This design comes from an exercise in tuning for small area, a short achievable clock period and few clock cycles per item on the open sky130 flow, not from production work.
At most, simulation tests tie the RTL to the original design; equivalence was not proved.
No functional check of the RTL was part of runs 2 to 4.

`flow/run.sh`:
```
#!/bin/bash
# synth_recipe.tcl (not shown) runs the flow's synth.tcl, then flattens the netlist and writes it again
# the make line also repeats each setting of config.mk as NAME=value (left out here)
make -C /OpenROAD-flow-scripts/flow DESIGN_CONFIG=/design/flow/config.mk WORK_HOME=/design/flow/orfs CLKGATE_MAP_FILE= SYNTH_SCRIPT=/design/flow/synth_recipe.tcl finish
```
`flow/config.mk`:
```
export PLATFORM = sky130hd
export DESIGN_NAME = multiplier
export DESIGN_NICKNAME = multiplier
export VERILOG_FILES = /design/flow/design.v
export SDC_FILE = /design/flow/constraint.sdc
export NUM_CORES = 4
export LEC_CHECK = 0
export CAP_MARGIN = 20
export CORE_MARGIN = 2
export CORE_UTILIZATION = 40
export PLACE_DENSITY = 0.6
export SLEW_MARGIN = 20
```
`flow/constraint.sdc`:
```
create_clock -name core_clock -period 8.0 [get_ports {clk}]
set_input_delay 1.6000 -clock core_clock [delete_from_list [all_inputs] [get_ports {clk}]]
set_output_delay 1.6000 -clock core_clock [all_outputs]
set_load 0.01 [all_outputs]
```
`flow/design.v`:
```
module multiplier(opA, opB, op_en, clk, rst, res, add, sub, done);
    input [31:0] opA, opB;
    input op_en, clk, rst;
    output reg [63:0] res;
    output reg [4:0] add, sub;
    output reg done;
    reg [5:0] index;
    reg signed [63:0] A;
    reg signed [64:0] B;
    always @(posedge clk) begin
        if(rst == 1'b1) begin
            done <= 1'b1;
            index <= 6'd0;
            sub <= 5'd0;
            add <= 5'd0;
            res <= 64'd0;
            A <= 64'd0;
            B <= 65'd0;
        end
        else if(op_en == 1) begin
            done <= 1'b0;
            index <= 6'd1;
            add <= 5'd0;
            sub <= 5'd0;
            res <= 64'd0;
            A <= $signed(opA);
            B[64:1] <= $signed(opB);
            B[0] <= 1'b0;
        end
        else if(done == 1'b0) begin
            if(B[index] != B[index-1]) begin
                if(B[index] == 1'b1) begin
                    res <= res - (A << (index-1));
                    sub <= sub + 5'd1;
                end
                else begin
                    res <= res + (A << (index-1));
                    add <= add + 5'd1;
                end
            end
            if (index == 6'd32 || (B >>> (index)) == 65'sd0 || ~(B >>> (index)) == 65'sd0) begin
                done <= 1'b1;
            end
            index <= index + 5'd1;
        end
    end
endmodule
```
==> flow_summary_export.csv, run 1 <==
group,metric,value,unit
routing,drtIter0Drc,1573,
logic_synthesis,ys_ff_latch,145,
sta,worstMarginPinSlew,0.9169,ns
critical_path,slowest_stage,"dfxtp_1",
logic_synthesis,syn_nets,2211,
logic_synthesis,yosys.cell_types.count,92,
critical_path,endpoint_kind,"register",
cts,cts_hold_buf,0,
floorplan,ios,142,
placement,post_dp_cell_area,0.01801,mm2
routing,first_pass_iters,6,
sta,hold_viol_final,0,
critical_path,cp.required,8.39,ns
outcome,status,"finished clean",
placement,hpwl,46.70,mm
grt,grt_pass1_vias,15440,
cts,cts.clk_slew.worst_paths,0.07,ns
floorplan,die-area,0.04122,mm2
sta,skew,0.01480,ns
cells_and_area,finish.net_count,2315,
cts,cts-buffers-inserted,17,
routing,final_antenna_net_count,0,
cts,cts_buffer_depth,2,
sta,slew-limit-headroom,38.23,%
sta,finalSetupTns,0,ns
routing,via_per_inst,6.171,
sta,setup_viol,0,
cts,post_cts_buffers,0,
sta,min_period,7.484,ns
floorplan,die_x,203.0,um
cts,cts.sinks,145,
sta,final.period_utilization,93.56,%
cells_and_area,final_area,0.01870,mm2
grt,grt_pass1_wl,91.38,mm
critical_path,arrival,7.87,ns
critical_path,critPathTopFamily,"compound AO/OA/AOI/OAI gates",
cts,clockRootBuffer,"clkbuf_16",
logic_synthesis,yosysSeqAreaShare,18.32,%
grt,grt.overflow.total,0,
floorplan,die-height,203.0,um
routing,drc_errors,0,
placement,port_buffers,141,
routing,via_count,16720,
logic_synthesis,synth_flop_cell,"dfxtp_1",
floorplan,initial_core_util,40.72,%
cells_and_area,drive_above_1_share,11.46,%
critical_path,max_stage_delay,0.85,ns
sta,max_freq,133.6,MHz
cells_and_area,area_delta_synth_final,18.01,%
critical_path,path_class,"reg2reg",
cells_and_area,diodes,0,
grt,track_usage,28.34,%
logic_synthesis,async_reset_ff_share,0,%
cts,tritoncts,"built",
sta,finalMaxSlewViolations,0,
routing,wl,59.34,mm
floorplan,rows,72,
placement,place.gp.congestion,0.9966,
cts,clk_latency,0.46,ns
logic_synthesis,netlist_instances,2074,
logic_synthesis,syn_avg_cell_area,7.641,um2
grt,grt_start_max_net_pins,69,
cts,cts_max_level,4,
cts,cts_resized,0,
logic_synthesis,ys_warn_count,1,
flow_run,cap_violations,0,
floorplan,coreArea,0.03892,mm2
cells_and_area,fill_cells,3870,
worst_hold_path,hold_class,"reg2reg",
critical_path,critPathLaunchType,"register",
grt,grt_antenna_before_repair,1,
routing,wire_per_inst,21.90,um
sta,rsz0062_at_grt,"no",
cells_and_area,layout_common_cells,"271 x nand2_1, 221 x nor2_1, 190 x a21oi_1",
cells_and_area,layout_commonest_cell,"nand2_1",
critical_path,cp_max_fo,16,
critical_path,path_buf_inv,4,
logic_synthesis,synth_edf_count,0,
logic_synthesis,netlist_area,0.01585,mm2
## area by class of cell
class / instances / area, um2 / area share (%)
multi-input cells: 1766 / 12380 / 66.19
clock inverters: 15 / 209.0 / 1.117
well taps: 518 / 648.1 / 3.466
inverters: 24 / 90.09 / 0.4817
flip-flops and latches: 145 / 2908 / 15.55
repair buffers: 224 / 2043 / 10.93
clock buffers: 17 / 425.4 / 2.275
## worst register-to-register path, delay by kind of cell (launching register included)
| family | cells | cell delay [ns] |
|---|---|---|
| multiplexers | 1 | 0.34 |
| buffers and inverters | 4 | 0.55 |
| AO/OA/AOI/OAI | 11 | 2.89 |
| adder cells (fa/ha/maj) | 1 | 0.37 |
| flip-flops | 1 | 0.85 |
| AND/OR/NAND/NOR | 8 | 2.28 |
| XOR/XNOR | 1 | 0.11 |
## sequential cells by signal, indices dropped and copies added, names as in the netlist
name / cells
res: 64
A: 32
B: 32
index: 6
add: 5
sub: 5
done: 1
## cells in the mapped netlist, types with 10 or more instances
library cell  number  area (um2)
o22ai_1           16       100.1
nor3_1            35       175.2
clkbuf_1          92       345.3
nand2b_1          22       137.6
xor2_1            44       385.4
o21a_1            15       112.6
nand2_1          271        1017
a21o_1            54       405.4
or2_2             13       81.33
nor2_1           222       833.3
buf_2             23       115.1
dfxtp_1          145        2903
a21oi_1          190       950.9
and3_1            15       93.84
o211ai_1          22       165.2
a221oi_1          10       87.58
o21ai_0          105       525.5
a31oi_1           28       175.2
nand3_1           60       300.3
mux2i_1          118        1181
nor2b_1           18       112.6
xnor2_1           78       683.2
ha_1              69       863.3
nor4_1            10       62.56
a211oi_1          25       187.7
inv_1             23       86.33
and2_1            19       118.9
mux2_2            18       202.7
o31ai_1           23       172.7
or3_1             17       106.4
nand4_1           18       112.6
buf_1             17       63.81
mux4_2            62        1396
## layer usage
| metal | up-vias | track usage (%) | part of all wire (%) |
|---|---|---|---|
| met3 | 110 | 5.008 | 7.7 |
| li1 | 7909 | - | - |
| met5 | - | 0 | 0 |
| met4 | 0 | 10.84 | 3.3 |
| met1 | 7929 | 40.99 | 47 |
| met2 | 770 | 41.65 | 42 |
## worst paths after layout
path | start | to | slack [ns] | cells past startpoint
setup reg to reg | index[2]$_SDFFE_PP0N_ | res[63]$_SDFFE_PP0P_ | 0.52 | 26
hold / removal | res[43]$_SDFFE_PP0P_ | res[43]$_SDFFE_PP0P_ | 0.48 | 2
setup / recovery | index[2]$_SDFFE_PP0N_ | res[63]$_SDFFE_PP0P_ | 0.52 | 26
hold reg to reg | res[43]$_SDFFE_PP0P_ | res[43]$_SDFFE_PP0P_ | 0.48 | 2
## cell families after synthesis
kind of cell,count (synthesis),share of synthesized area [%]
AND/OR/NAND/NOR,756,21.95
multiplexers,199,17.64
flip-flops,145,18.32
XOR/XNOR,122,6.743
AO/OA/AOI/OAI,619,25.45
buffers and inverters,163,4.327
adder cells (fa/ha/maj),70,5.574
## through the flow
step / instances / hold WS (ns) / worst slack, ns / utilization (%)
3_3_place_gp: 2675 / 0.4651 / 0.4725 / 46.25
3_5_place_dp: 2676 / 0.4728 / 0.3970 / 46.28
2_1_floorplan: 2074 / 0.4787 / 0.5135 / -
4_1_cts: 2708 / 0.4824 / 0.3696 / 47.91
6_report: 2709 / 0.4792 / 0.5155 / 48.05
5_1_grt: 2709 / 0.4962 / 0.1055 / 48.05
Testbench counts, summed over its fixed seeds: cycles 30,544, ops 1,600.
==> run 2, diff against run 1 <==
==> flow/design.v (replaced) <==
module multiplier(opA, opB, op_en, clk, rst, res, add, sub, done);
    input [31:0] opA, opB;
    input op_en, clk, rst;
    output reg [63:0] res;
    output reg [4:0] add, sub;
    output reg done;
    localparam K  = 4;                
    localparam R  = K / 2;            
    localparam NG = (32 + K - 1) / K;  
    localparam CW = (NG > 1) ? $clog2(NG) : 1;
    reg [31:0] A, B;
    reg [CW-1:0] cnt;
    reg [R-1:0] neg, one, two;        
    function [NG*K:0] ext;
        input [31:0] x;
        integer i;
        begin
            for (i = 0; i <= NG*K; i = i + 1)
                ext[i] = (i == 0) ? 1'b0 : (i - 1 < 32) ? x[i-1] : x[31];
        end
    endfunction
    function [3*R-1:0] enc;
        input [NG*K:0] e;
        input integer g;
        integer r;
        reg b0, b1, b2;
        begin
            for (r = 0; r < R; r = r + 1) begin
                b0 = e[g*K + 2*r];
                b1 = e[g*K + 2*r + 1];
                b2 = e[g*K + 2*r + 2];
                enc[r]       = b2 & ~(b1 & b0);            
                enc[R + r]   = b1 ^ b0;                    
                enc[2*R + r] = (b2 & ~b1 & ~b0) | (~b2 & b1 & b0);  
            end
        end
    endfunction
    wire [NG*K:0] eB = ext(opB);
    reg  [NG:1] fits;                 
    reg  [CW-1:0] start;
    reg  [3*R-1:0] ctl0;
    integer i;
    always @(*) begin
        for (i = 1; i <= NG; i = i + 1)
            fits[i] = (K*i - 1 >= 31) ? 1'b1 :
                      (&($signed(opB) >>> (K*i - 1))) | ~(|($signed(opB) >>> (K*i - 1)));
        start = {CW{1'b0}};
        ctl0 = enc(eB, 0);
        for (i = 1; i < NG; i = i + 1)
            if (!fits[i]) begin
                start = i;
                ctl0 = enc(eB, i);
            end
    end
    wire [NG*K:0] eBr = ext(B);
    reg [3*R-1:0] ctln;
    integer g;
    always @(*) begin
        ctln = enc(eBr, 0);
        for (g = 0; g < NG; g = g + 1)
            if (cnt == g + 1) ctln = enc(eBr, g);
    end
    reg signed [63:0] acc;
    reg [33:0] mag, pp;
    integer r;
    always @(*) begin
        acc = res << K;
        for (r = 0; r < R; r = r + 1) begin
            mag = two[r] ? {A[31], A, 1'b0} : one[r] ? {{2{A[31]}}, A} : 34'd0;
            pp = neg[r] ? ~mag : mag;
            acc = acc + ({{30{pp[33]}}, pp} << (2*r)) + (neg[r] << (2*r));
        end
    end
    wire [31:0] tr = B ^ {B[30:0], 1'b0};
    reg [5:0] nt;
    integer t;
    always @(*) begin
        nt = 6'd0;
        for (t = 0; t < 32; t = t + 1)
            nt = nt + tr[t];
    end
    always @(posedge clk) begin
        add <= nt[5:1];
        sub <= nt[5:1] + nt[0];
        if (rst) begin
            done <= 1'b1;
        end else if (op_en) begin
            done <= 1'b0;
            A <= opA;
            B <= opB;
            cnt <= start;
            {two, one, neg} <= ctl0;
            res <= 64'd0;
        end else if (!done) begin
            res <= acc;
            {two, one, neg} <= ctln;
            cnt <= cnt - 1'b1;
            if (cnt == 0) done <= 1'b1;
        end
    end
endmodule
--- a/flow/config.mk
+++ b/flow/config.mk
@@ -5,8 +5,10 @@
 export SDC_FILE = /design/flow/constraint.sdc
 export NUM_CORES = 4
 export LEC_CHECK = 0
+export ABC_CLOCK_PERIOD_IN_PS = 2500
 export CAP_MARGIN = 20
 export CORE_MARGIN = 2
 export CORE_UTILIZATION = 40
 export PLACE_DENSITY = 0.6
+export SETUP_SLACK_MARGIN = 5
 export SLEW_MARGIN = 20
==> run 2 against run 1 <==
  * Via count decreased by 19%
  * Non-clock buffer count grew 193
  * Critical path depth fell by 8
  * Flip-flop and latch count grew 3
  * Still clean
  * Core utilization increased by 15 points
  * Critical path type unchanged
  * Global-route usage is 3.6 points lower
  * Area after synthesis is 6.6% lower
  * Clock skew rose by 0.0037 ns
  * Setup slack better by 2.2 ns
  * First-iteration DRC count fell by 42%
  * Cell count is 10% lower
==> flow_summary_export.csv, run 2 <==
group,metric,value,unit
cells_and_area,largest-register,"res",
worst_hold_path,min_to,"cnt[0]$_DFFE_PP_",
logic_synthesis,ys_ff_latch,148,
cts,cts.sinks,148,
sta,max_freq,190.3,MHz
routing,first_pass_iters,5,
worst_hold_path,hold_class,"reg2reg",
cts,cts_max_level,4,
grt,grt_start_max_net_pins,66,
cells_and_area,finish.utilization,62.58,%
logic_synthesis,synth_edf_count,137,
cells_and_area,fill_cells,2814,
sta,slew-limit-headroom,34.92,%
grt,grt.overflow.total,0,
placement,port_buffers,141,
routing,wl_met2,24.67,mm
logic_synthesis,synth_common_cells,"201 x inv_1, 147 x ha_1, 137 x edfxtp_1",
cts,clockRootBuffer,"clkbuf_16",
critical_path,cp_max_fo,3,
sta,worstMarginPinSlew,0.9727,ns
logic_synthesis,netlist_area,0.01481,mm2
cells_and_area,diodes,0,
routing,final_antenna_net_count,0,
floorplan,rows,70,
routing,wl,50.12,mm
grt,track_usage,24.72,%
logic_synthesis,synth_top_cell_area_share,27.78,%
placement,place.gp.congestion,0.9105,
cells_and_area,reg_top3,"res (64), A (32), B (32)",
floorplan,die-height,196.4,um
routing,drc_errors,0,
sta,rsz0062_at_grt,"yes",
cts,tritoncts,"built",
placement,hpwl,31.64,mm
routing,wl_met3,2.429,mm
logic_synthesis,yosysSeqAreaShare,29.27,%
floorplan,coreArea,0.03652,mm2
logic_synthesis,yosys.cell_types.count,87,
logic_synthesis,syn_nets,1873,
critical_path,critPathTopFamily,"adder cells",
worst_hold_path,hp-start,"cnt[0]$_DFFE_PP_",
flow_run,cap_violations,0,
routing,m1WireLength,21.38,mm
logic_synthesis,syn_avg_cell_area,9.390,um2
logic_synthesis,yosys.area.top_type,"edfxtp_1",
critical_path,cp.depth,18,
critical_path,critPathLaunchType,"register",
worst_hold_path,min_path_cells,1,
cts,cts_buffer_depth,2,
cts,cts_hold_buf,0,
floorplan,initial_core_util,40.54,%
critical_path,reg2reg_slack,2.74,ns
floorplan,ios,142,
sta,hold_viol_final,0,
logic_synthesis,yosys-top-cells-area,"edfxtp_1 28%, ha_1 12%, fa_1 11%",
grt,grt_pass1_vias,13390,
critical_path,path_buf_inv,5,
grt,grt_antenna_before_repair,0,
critical_path,endpoint_kind,"register",
sta,finalMaxSlewViolations,0,
critical_path,max_stage_delay,0.55,ns
routing,drtIter0Drc,918,
critical_path,path_class,"reg2reg",
floorplan,die_x,196.4,um
cts,cts-buffers-inserted,17,
routing,via_per_inst,5.594,
critical_path,cp.required,8.35,ns
logic_synthesis,synth_most_common_cell,"inv_1",
routing,topRoutingLayerUsed,"met4",
routing,via_count,13570,
cts,clk_latency,0.46,ns
cells_and_area,area_delta_synth_final,54.35,%
logic_synthesis,async_reset_ff_share,0,%
sta,skew,0.01846,ns
sta,final.period_utilization,65.69,%
cells_and_area,layout_common_cells,"168 x buf_4, 160 x inv_1, 137 x edfxtp_1",
outcome,status,"finished clean",
logic_synthesis,synth_flop_cell,"edfxtp_1",
critical_path,slowest_stage,"fa_1",
critical_path,rr_worst_depth,18,
critical_path,timing.rr.start,"B[17]$_DFFE_PP_",
critical_path,worstPathCellList,"ha_4 -> inv_2 -> fa_1 -> inv_2 -> fa_1 -> inv_1 -> fa_2 -> fa_1 -> inv_1 -> fa_1 -> fa_1 -> inv_1 -> ha_2 -> fa_2 -> a21o_1 -> a21oi_2 -> xnor2_2 -> a31o_2",
routing,wire_per_inst,20.66,um
grt,grt_pass1_wl,73.99,mm
sta,setup_viol,0,
logic_synthesis,netlist_instances,1577,
cts,cts.clk_slew.worst_paths,0.07,ns
critical_path,r2r_end,"sub[4]$_DFF_P_",
sta,min_period,5.255,ns
cells_and_area,finish.net_count,2241,
critical_path,path_common_cell,"fa_1",
cells_and_area,largest_reg_flops,64,
logic_synthesis,ys_warn_count,1,
floorplan,die-area,0.03857,mm2
cells_and_area,layout_commonest_cell,"buf_4",
cells_and_area,drive_above_1_share,37.13,%
critical_path,arrival,5.61,ns
sta,finalSetupTns,0,ns
[run 2: cell families (layout without fill, tap and decap cells)]
group / Yosys count / in the layout / share of synthesized area (%)
compound gates: 406 / 406 / 18.23
xor+xnor: 131 / 131 / 7.799
fa+ha+maj: 229 / 229 / 23.51
buf+inv: 270 / 650 / 6.903
flops: 148 / 148 / 29.27
mux: 28 / 28 / 2.222
simple gates: 365 / 366 / 12.07
[run 2: metrics by stage]
| step | hold WS (ns) | instance area, um2 | std cells | setup WS (ns) |
|---|---|---|---|---|
| detailed placement | 0.6889 | 17360 | 2129 | 2.647 |
| global route | 0.7570 | 22860 | 2426 | 2.602 |
| finish | 0.6944 | 22860 | 2426 | 2.745 |
| CTS | 0.6967 | 21010 | 2323 | 2.757 |
| floorplan | 0.6099 | 15760 | 1577 | 2.868 |
| global placement | 0.6397 | 17360 | 2129 | 2.731 |
[run 2: area by class of cell]
class                           instances  area [um2]  share of cell area (%)
Inverter                              201       883.3                   3.865
Multi-Input combinational cell       1160       12160                   53.19
Clock buffer                           17       425.4                   1.861
Tap cell                              468       585.6                   2.562
Sequential cell                       148        4335                   18.97
Timing Repair Buffer                  417        4309                   18.85
Clock inverter                         15       160.2                  0.7007
[run 2: worst max path at each step]
stage | startpoint | slack (ns) | end
floorplan | B[17]$_DFFE_PP_ | 2.87 | sub[4]$_DFF_P_
global placement | B[17]$_DFFE_PP_ | 2.73 | sub[4]$_DFF_P_
detailed placement | B[17]$_DFFE_PP_ | 2.65 | sub[4]$_DFF_P_
CTS | B[17]$_DFFE_PP_ | 2.76 | sub[4]$_DFF_P_
global route | B[17]$_DFFE_PP_ | 2.60 | sub[4]$_DFF_P_
finish | B[17]$_DFFE_PP_ | 2.74 | sub[4]$_DFF_P_
[run 2: what timing repair did]
action / 4_1_cts / 5_1_grt
setup buffers: 151 / 102
pin swaps: 117 / 137
endpoints found under the setup margin: 267 / 208
resized for setup: 490 / 223
cloned: 11 / 1
[run 2: layer usage]
metal,vias up,GRT usage [%]
li1,6289,-
met1,6690,32.82
met2,482,41.73
met3,110,3.080
met4,0,8.558
met5,-,0
[run 2: worst reg2reg max path: cells and delay by family (launching register included)]
kind | cells | cell delay, ns
DFF | 1 | 0.44
AOI/OAI and AO/OA | 3 | 0.58
xor gates and xnor gates | 1 | 0.11
adders and majority gates | 9 | 3.78
buffers and inverters | 5 | 0.25
==> run 3, diff against run 2 <==
==> flow/design.v (replaced) <==
module multiplier(opA, opB, op_en, clk, rst, res, add, sub, done);
    input [31:0] opA, opB;
    input op_en, clk, rst;
    output reg [63:0] res;
    output reg [4:0] add, sub;
    output reg done;
    localparam K  = 4;                 
    localparam R  = K / 2;             
    localparam NG = (32 + K - 1) / K;  
    localparam CW = (NG > 1) ? $clog2(NG) : 1;
    localparam W  = 32 + K;            
    localparam [W-1:0] CLOW = (1 << W) - ((((1 << (2*R)) - 1) / 3) << 33);
    reg [31:0] A, B;
    reg swap;                          
    reg [CW-1:0] cnt;
    reg [R-1:0] neg, one, two;         
    function [K:0] win;
        input [31:0] x;
        input integer g;
        integer i, p;
        begin
            for (i = 0; i <= K; i = i + 1) begin
                p = K*g + i - 1;
                win[i] = (p < 0) ? 1'b0 : (p > 31) ? x[31] : x[p];
            end
        end
    endfunction
    function [3*R-1:0] enc;
        input [K:0] w;
        integer r;
        reg b0, b1, b2;
        begin
            for (r = 0; r < R; r = r + 1) begin
                b0 = w[2*r];
                b1 = w[2*r + 1];
                b2 = w[2*r + 2];
                enc[r]       = b2 & ~(b1 & b0);
                enc[R + r]   = b1 ^ b0;
                enc[2*R + r] = (b2 & ~b1 & ~b0) | (~b2 & b1 & b0);
            end
        end
    endfunction
    function [NG:1] fit;
        input [31:0] x;
        integer i;
        begin
            for (i = 1; i <= NG; i = i + 1)
                fit[i] = (K*i - 1 >= 31) ? 1'b1 :
                         (&($signed(x) >>> (K*i - 1))) | ~(|($signed(x) >>> (K*i - 1)));
        end
    endfunction
    wire [NG:1] fA = fit(opA), fB = fit(opB);
    wire sw = |(fA & ~fB);             
    wire [NG:1] fM = fA | fB;
    reg  [CW-1:0] start;
    reg  [K:0] wA, wB;
    integer i;
    always @(*) begin
        start = {CW{1'b0}};
        wA = win(opA, 0);
        wB = win(opB, 0);
        for (i = 1; i < NG; i = i + 1)
            if (!fM[i]) begin
                start = i;
                wA = win(opA, i);
                wB = win(opB, i);
            end
    end
    reg [K:0] nA, nB;
    integer g;
    always @(*) begin
        nA = win(A, 0);
        nB = win(B, 0);
        for (g = 1; g < NG - 1; g = g + 1)
            if (cnt == g + 1) begin
                nA = win(A, g);
                nB = win(B, g);
            end
    end
    wire [K:0] nY = swap ? nA : nB;
    wire [31:0] X = swap ? B : A;      
    reg [W+1:0] low;                   
    reg [33:0] mag, pp;
    integer r;
    always @(*) begin
        low = {res[31:0], {K{1'b0}}} + CLOW;
        for (r = 0; r < R; r = r + 1) begin
            mag = two[r] ? {X[31], X, 1'b0} : one[r] ? {{2{X[31]}}, X} : 34'd0;
            pp = neg[r] ? ~mag : mag;
            low = low + ({~pp[33], pp[32:0]} << (2*r)) + (neg[r] << (2*r));
        end
    end
    wire [63-W:0] hi  = res[63-K:32];
    wire [63-W:0] hin = (low[W+1:W] == 2'd0) ? hi - 1'b1 :
                        (low[W+1:W] == 2'd1) ? hi : hi + 1'b1;
    wire [31:0] tr = B ^ {B[30:0], 1'b0};
    reg [2:0] c4 [0:7];
    reg [5:0] nt;
    integer t;
    always @(*) begin
        for (t = 0; t < 8; t = t + 1)
            c4[t] = tr[4*t] + tr[4*t+1] + tr[4*t+2] + tr[4*t+3];
        nt = ((c4[0] + c4[1]) + (c4[2] + c4[3])) + ((c4[4] + c4[5]) + (c4[6] + c4[7]));
    end
    always @(posedge clk) begin
        add <= nt[5:1];
        sub <= nt[5:1] + nt[0];
        if (rst) begin
            done <= 1'b1;
        end else if (op_en) begin
            done <= 1'b0;
            A <= opA;
            B <= opB;
            swap <= sw;
            cnt <= start;
            {two, one, neg} <= enc(sw ? wA : wB);
            res <= 64'd0;
        end else if (!done) begin
            res <= {hin, low[W-1:0]};
            {two, one, neg} <= enc(nY);
            cnt <= cnt - 1'b1;
            if (cnt == 0) done <= 1'b1;
        end
    end
endmodule
==> run 3 against run 2 <==
  * Flip-flop and latch count rose by 1
  * Largest cell class unchanged
  * Highest routed layer unchanged
  * Register-to-register slack gained 0.02 ns
  * Sequential share of layout area is 3.5 points higher
  * Synthesized cell count is 17% lower
  * Still clean
  * Wire length decreased by 14%
  * Final area down 15%
==> flow_summary_export.csv, run 3 <==
group,metric,value,unit
grt,globalRouteMet1Util,32.86,%
routing,wire_per_inst,20.90,um
logic_synthesis,synth_common_cells,"138 x edfxtp_1, 119 x xnor2_1, 109 x nor2_1",
logic_synthesis,synth_top_cell_area_share,31.47,%
cells_and_area,largest_reg_flops,64,
grt,top_usage_layer,"met2",
logic_synthesis,netlist_area,0.01317,mm2
cells_and_area,regArea,0.004364,mm2
logic_synthesis,syn_avg_cell_area,10.01,um2
grt,track_usage,25.45,%
cells_and_area,diodes,0,
cells_and_area,layout_commonest_cell,"buf_4",
floorplan,rows,66,
cts,clockRootBuffer,"clkbuf_16",
cts,tritoncts,"built",
grt,grt_pass1_wl,66.85,mm
logic_synthesis,synth_fa_ha_area_share,17.05,%
cells_and_area,largest-register,"res",
logic_synthesis,synth_compound_area_share,16.22,%
critical_path,endpoint_kind,"register",
cells_and_area,reg_top3,"res (64), A (32), B (32)",
placement,port_buffers,141,
logic_synthesis,async_reset_ff_share,0,%
logic_synthesis,synth_flop_cell,"edfxtp_1",
logic_synthesis,synthSimpleGateAreaFrac,13.35,%
routing,via_per_inst,5.734,
sta,min_period,5.237,ns
routing,final_antenna_net_count,0,
routing,wl,43.34,mm
cts,cts_max_level,4,
logic_synthesis,ys_warn_count,2,
cells_and_area,layout_common_cells,"147 x buf_4, 138 x edfxtp_1, 102 x nor2_1",
logic_synthesis,synth_edf_count,138,
sta,final.period_utilization,65.47,%
sta,finalMaxSlewViolations,0,
sta,timing.hold.ws,0.6544,ns
logic_synthesis,netlist_instances,1315,
routing,drc_errors,0,
logic_synthesis,yosys.cell_types.count,75,
grt,grt_start_max_net_pins,76,
critical_path,arrival,5.58,ns
cts,cts.sinks,149,
sta,finalSetupTns,0,ns
sta,rsz0062_at_grt,"yes",
critical_path,path_class,"reg2reg",
floorplan,initial_core_util,40.57,%
logic_synthesis,yosys-top-cells-area,"edfxtp_1 31%, ha_1 8.8%, fa_1 8.2%",
floorplan,coreArea,0.03245,mm2
grt,grt_util_met2,43.69,%
logic_synthesis,synth_top_family_by_area,"adder cells",
cells_and_area,drive_above_1_share,35.48,%
logic_synthesis,yosysSeqAreaShare,33.14,%
grt,grt_use_met3,4.208,%
routing,via_count,11890,
routing,drtIter0Drc,895,
critical_path,cp_max_fo,2,
cts,cts_buffer_depth,2,
critical_path,critPathLaunchType,"register",
floorplan,die-height,185.4,um
cts,cts-buffers-inserted,17,
logic_synthesis,yosys.area.top_type,"edfxtp_1",
cells_and_area,finish.net_count,1833,
floorplan,ios,142,
logic_synthesis,synth_xor_area_share,10.64,%
grt,grt_antenna_before_repair,0,
worst_hold_path,hold_class,"reg2reg",
floorplan,die_x,185.4,um
logic_synthesis,synth_most_common_cell,"edfxtp_1",
placement,place.gp.congestion,0.9258,
sta,skew,0.01186,ns
grt,grt.overflow.total,0,
sta,max_freq,190.9,MHz
critical_path,cp.required,8.34,ns
routing,first_pass_iters,5,
sta,worstMarginPinSlew,0.9554,ns
cts,cts.clk_slew.worst_paths,0.07,ns
outcome,status,"finished clean",
logic_synthesis,ys_ff_latch,149,
cts,cts_hold_buf,0,
cells_and_area,multiInputGateArea,0.01033,mm2
placement,hpwl,29.76,mm
cts,clk_latency,0.46,ns
logic_synthesis,synth_mux_area_share,5.578,%
logic_synthesis,syn_nets,1529,
cells_and_area,area_delta_synth_final,47.31,%
sta,hold_viol_final,0,
sta,setup_viol,0,
sta,slew-limit-headroom,36.31,%
cells_and_area,fill_cells,2690,
floorplan,die-area,0.03439,mm2
flow_run,cap_violations,0,
grt,grt_pass1_vias,12030,
==> run 3: cell count changes after synthesis, sizes merged, moves of 13 or more <==
cell,previous run,this run
inv,201,68
xnor2,50,119
a21oi,111,55
ha,147,93
o21ai,86,45
xor2,81,41
nand2,100,61
mux2,13,42
fa,82,54
or4,4,19
a31oi,18,5
o22ai,6,19
==> run 3: layout make-up <==
class,count,share of cell area [%]
clock inverter,15,0.8708
tap,442,2.851
clock buffer,17,2.193
multi-input combinational,1032,53.28
timing repair buffer,351,16.97
inverter,68,1.335
sequential,149,22.50
==> run 3: repair_timing <==
item,in CTS,in global routing
buffers inserted,156,39
resized for setup,345,118
endpoints found under the setup margin,277,158
pin swaps,105,90
cloned,4,1
==> run 3: layer usage <==
layer	vias to the layer above	share of wire, %
met1	5861	42
met2	483	49
met4	0	2.8
met5	-	0
met3	79	5.9
li1	5469	-
==> run 3: stage by stage <==
step / setup WS, ns / cells / instance area [um2] / utilization, %
3_5_place_dp: 1.675 / 1842 / 15810 / 48.70
3_3_place_gp: 1.778 / 1841 / 15790 / 48.67
2_1_floorplan: 2.980 / 1315 / 14140 / -
4_1_cts: 2.736 / 2034 / 18570 / 57.21
6_report: 2.763 / 2074 / 19400 / 59.77
5_1_grt: 2.594 / 2074 / 19400 / 59.77
==> run 3: critical path, cell delays in order, from the launching register on <==
cell	delay, ns
edfxtp_1	0.47
xor2_1	0.20
fa_1	0.54
inv_1	0.05
fa_1	0.46
fa_1	0.51
inv_2	0.04
fa_1	0.55
inv_1	0.05
fa_1	0.51
fa_1	0.41
inv_1	0.07
ha_2	0.18
inv_2	0.04
fa_2	0.52
inv_2	0.05
ha_4	0.16
ha_4	0.15
a31o_2	0.19
==> run 3: worst paths after layout <==
kind,start,end,slack (ns),cells after the start
hold / removal,res[40]$_SDFFCE_PP0P_,res[44]$_SDFFCE_PP0P_,0.65,2
setup / recovery,B[20]$_DFFE_PP_,sub[4]$_DFF_P_,2.76,18
hold reg to reg,res[40]$_SDFFCE_PP0P_,res[44]$_SDFFCE_PP0P_,0.65,2
setup reg to reg,B[20]$_DFFE_PP_,sub[4]$_DFF_P_,2.76,18
==> run 3: kinds of logic (layout without fill, tap and decap cells) <==
| logic type | after synthesis | count (layout) |
|---|---|---|
| AOI/OAI and AO/OA | 311 | 311 |
| xor gates and xnor gates | 160 | 160 |
| adders and majority gates | 147 | 147 |
| buffers and inverters | 136 | 451 |
| DFF | 149 | 149 |
| muxes | 64 | 65 |
| and+or+nand+nor | 348 | 349 |
==> run 4, diff against run 3 <==
--- a/flow/config.mk
+++ b/flow/config.mk
@@ -10,5 +10,5 @@
 export CORE_MARGIN = 2
 export CORE_UTILIZATION = 40
 export PLACE_DENSITY = 0.6
-export SETUP_SLACK_MARGIN = 5
+export SETUP_SLACK_MARGIN = 3
 export SLEW_MARGIN = 20
==> run 4 against run 3 <==
  * Final area is 8.0% lower
  * Clock skew is 0.0033 ns higher
  * Cell count is 5.3% lower
  * Non-clock buffer count is 110 lower
  * Clock-buffer cell count is 1 higher
  * Register-to-register slack hardly changed
  * Critical path type unchanged
  * Largest cell class unchanged
  * Highest routed layer unchanged
==> flow_summary_export.csv, run 4 <==
group,metric,value,unit
sta,setup_viol,0,
cells_and_area,final_area,0.01784,mm2
placement,hpwl,28.48,mm
cts,tritoncts,"built",
routing,via_per_inst,5.811,
cells_and_area,finish.net_count,1724,
outcome,status,"finished clean",
sta,worst_slack,2.758,ns
grt,grt_antenna_before_repair,0,
critical_path,arrival,5.40,ns
critical_path,max_stage_delay,0.46,ns
routing,wire_per_inst,20.87,um
sta,finalSetupTns,0,ns
floorplan,die_x,185.4,um
worst_hold_path,hold_class,"reg2reg",
grt,grt_pass1_vias,11220,
logic_synthesis,synth_top_family_by_area,"adder cells",
critical_path,slowest_stage,"fa_1",
sta,final.period_utilization,65.52,%
logic_synthesis,syn_avg_cell_area,10.01,um2
critical_path,cp.required,8.16,ns
grt,grt_start_max_net_pins,67,
logic_synthesis,yosys.cell_types.count,75,
grt,grt_pass1_wl,63.25,mm
logic_synthesis,yosys.area.top_type,"edfxtp_1",
floorplan,die-height,185.4,um
routing,drc_errors,0,
cells_and_area,largest-register,"res",
cts,cts.sinks,149,
cells_and_area,drive_above_1_share,24.16,%
logic_synthesis,synthSimpleGateAreaFrac,13.35,%
floorplan,die-area,0.03439,mm2
logic_synthesis,synth_mux_area_share,5.578,%
sta,timing.hold.ws,0.6560,ns
floorplan,initial_core_util,40.57,%
logic_synthesis,synth_edf_count,138,
routing,drtIter0Drc,1161,
logic_synthesis,synth_fa_ha_area_share,17.05,%
cts,cts-buffers-inserted,17,
logic_synthesis,yosys-top-cells-area,"edfxtp_1 31%, ha_1 8.8%, fa_1 8.2%",
flow_run,cap_violations,0,
logic_synthesis,synth_top_cell_area_share,31.47,%
placement,port_buffers,141,
placement,place.gp.congestion,0.8955,
critical_path,endpoint_kind,"register",
critical_path,cp_max_fo,6,
cells_and_area,fill_cells,2788,
cts,cts.clk_slew.worst_paths,0.07,ns
cells_and_area,layout_common_cells,"138 x edfxtp_1, 119 x clkdlybuf4s50_1, 104 x nor2_1",
routing,first_pass_iters,5,
logic_synthesis,synth_flop_cell,"edfxtp_1",
logic_synthesis,async_reset_ff_share,0,%
logic_synthesis,synth_common_cells,"138 x edfxtp_1, 119 x xnor2_1, 109 x nor2_1",
cts,cts_max_level,4,
cts,clockRootBuffer,"clkbuf_16",
routing,via_count,11420,
cells_and_area,reg_top3,"res (64), A (32), B (32)",
cells_and_area,layout_commonest_cell,"edfxtp_1",
placement,post_dp_cell_area,0.01500,mm2
logic_synthesis,ys_ff_latch,149,
cts,clk_latency,0.44,ns
logic_synthesis,yosysSeqAreaShare,33.14,%
sta,max_freq,190.8,MHz
critical_path,worstPathCellList,"buf_6 -> buf_16 -> buf_4 -> mux2_2 -> a22oi_2 -> xnor2_1 -> fa_1 -> ha_1 -> ha_4 -> a21o_1 -> a21oi_2 -> o21bai_2 -> a41oi_4 -> a21oi_4 -> a22o_4 -> a21oi_4 -> mux2i_4 -> buf_6 -> buf_4 -> o22ai_2 -> xnor2_1 -> nor2_1",
sta,slew-limit-headroom,37.13,%
sta,min_period,5.242,ns
floorplan,rows,66,
logic_synthesis,synth_most_common_cell,"edfxtp_1",
sta,skew,0.01512,ns
logic_synthesis,synth_compound_area_share,16.22,%
logic_synthesis,netlist_area,0.01317,mm2
routing,final_antenna_net_count,0,
floorplan,coreArea,0.03245,mm2
logic_synthesis,syn_nets,1529,
placement,dp_slack,1.384,ns
sta,finalMaxSlewViolations,0,
critical_path,path_class,"reg2reg",
logic_synthesis,synth_xor_area_share,10.64,%
cells_and_area,diodes,0,
cells_and_area,largest_reg_flops,64,
cells_and_area,area_delta_synth_final,35.46,%
critical_path,critPathLaunchType,"register",
floorplan,ios,142,
sta,rsz0062_at_grt,"yes",
sta,hold_viol_final,0,
logic_synthesis,ys_warn_count,2,
cts,cts_buffer_depth,2,
routing,wl,41.01,mm
grt,track_usage,23.96,%
sta,worstMarginPinSlew,0.9410,ns
logic_synthesis,netlist_instances,1315,
grt,grt.overflow.total,0,
run 4: cell counts after synthesis:
Identical to the previous run, type by type.
run 4: cells by family after synthesis:
group / after synthesis
AO/OA/AOI/OAI: 311
flip-flops: 149
buffers and inverters: 136
AND/OR/NAND/NOR: 348
XOR/XNOR: 160
adder cells (fa/ha/maj): 147
multiplexers: 64
run 4: cell type report:
class / instances / area (um2) / share of cell area (%)
Inverter: 68 / 255.2 / 1.431
Tap cell: 442 / 553.0 / 3.100
Timing Repair Buffer: 241 / 2347 / 13.16
Clock inverter: 14 / 153.9 / 0.8628
Sequential cell: 149 / 4364 / 24.47
Multi-Input combinational cell: 1033 / 9734 / 54.57
Clock buffer: 18 / 429.2 / 2.406
run 4: per-stage QoR:
| step | instances | util (%) |
|---|---|---|
| 6_report | 1965 | 54.96 |
| 3_5_place_dp | 1839 | 46.21 |
| 2_1_floorplan | 1315 | - |
| 5_1_grt | 1965 | 54.96 |
| 4_1_cts | 1939 | 53.02 |
| 3_3_place_gp | 1839 | 46.21 |
run 4: layer usage:
| metal | vias up | track usage, % | part of all wire [%] |
|---|---|---|---|
| li1 | 5256 | - | - |
| met1 | 5599 | 32.64 | 43 |
| met2 | 508 | 40.16 | 49 |
| met3 | 55 | 3.087 | 7.0 |
| met4 | 0 | 6.254 | 1.7 |
| met5 | - | 0 | 0 |
run 4: worst paths after layout:
kind                               from                     to  slack (ns)  cells after the start
setup / recovery         swap$_DFFE_PP_  res[41]$_SDFFCE_PP0P_        2.76                     22
hold / removal    res[59]$_SDFFCE_PP0P_  res[63]$_SDFFCE_PP0P_        0.66                      2
setup reg to reg         swap$_DFFE_PP_  res[41]$_SDFFCE_PP0P_        2.76                     22
hold reg to reg   res[59]$_SDFFCE_PP0P_  res[63]$_SDFFCE_PP0P_        0.66                      2
run 4: worst max-delay path: cells and delay by family, from the launching register on:
kind / cells / cell delay (ns)
DFF: 1 / 0.45
and+or+nand+nor: 1 / 0.05
adders and majority gates: 3 / 1.07
AOI/OAI and AO/OA: 9 / 1.56
xor gates and xnor gates: 2 / 0.30
buffers and inverters: 5 / 0.77
muxes: 2 / 0.74
run 4: timing repair:
action	4_1_cts	5_1_grt
pin swaps	90	64
setup buffers	61	26
endpoints found under the setup margin	67	46
gates cloned	7	0
resized for setup	182	84
hold buffers	0	0

-- static timing again, ports no longer ideal --
Ports are ideal in the flow. The routed layouts listed here were re-timed in OpenROAD. Step 1 (the two cells are an assumption about what drives the block):
set clk [get_ports {clk}]
set_driving_cell -lib_cell sky130_fd_sc_hd__clkbuf_16 $clk
set_driving_cell -lib_cell sky130_fd_sc_hd__buf_2 [delete_from_list [all_inputs] $clk]
Step 2 adds t to the input delays and takes it off the output delays; t is the mean of the earliest and latest rising clock arrival at the registers after step 1. Input paths then give back, and output paths get back, about the clock's delay inside the block. Three values: ideal ports, drivers, drivers and shift; two values: the first two.
run	t, ns	setup slack, ns	pins driven straight from the clock port
run 1	0.514	0.516 / 0.516 / 0.516	1
run 2	0.506	2.745 / 2.745 / 2.745	1
run 3	0.507	2.763 / 2.763 / 2.763	1
run 4	0.484	2.758 / 2.758 / 2.555	1
After both steps every run listed still meets setup and hold. The setup slack of run 4, which loses most, moves by 0.000 ns with the drivers and by -0.203 ns with both steps.
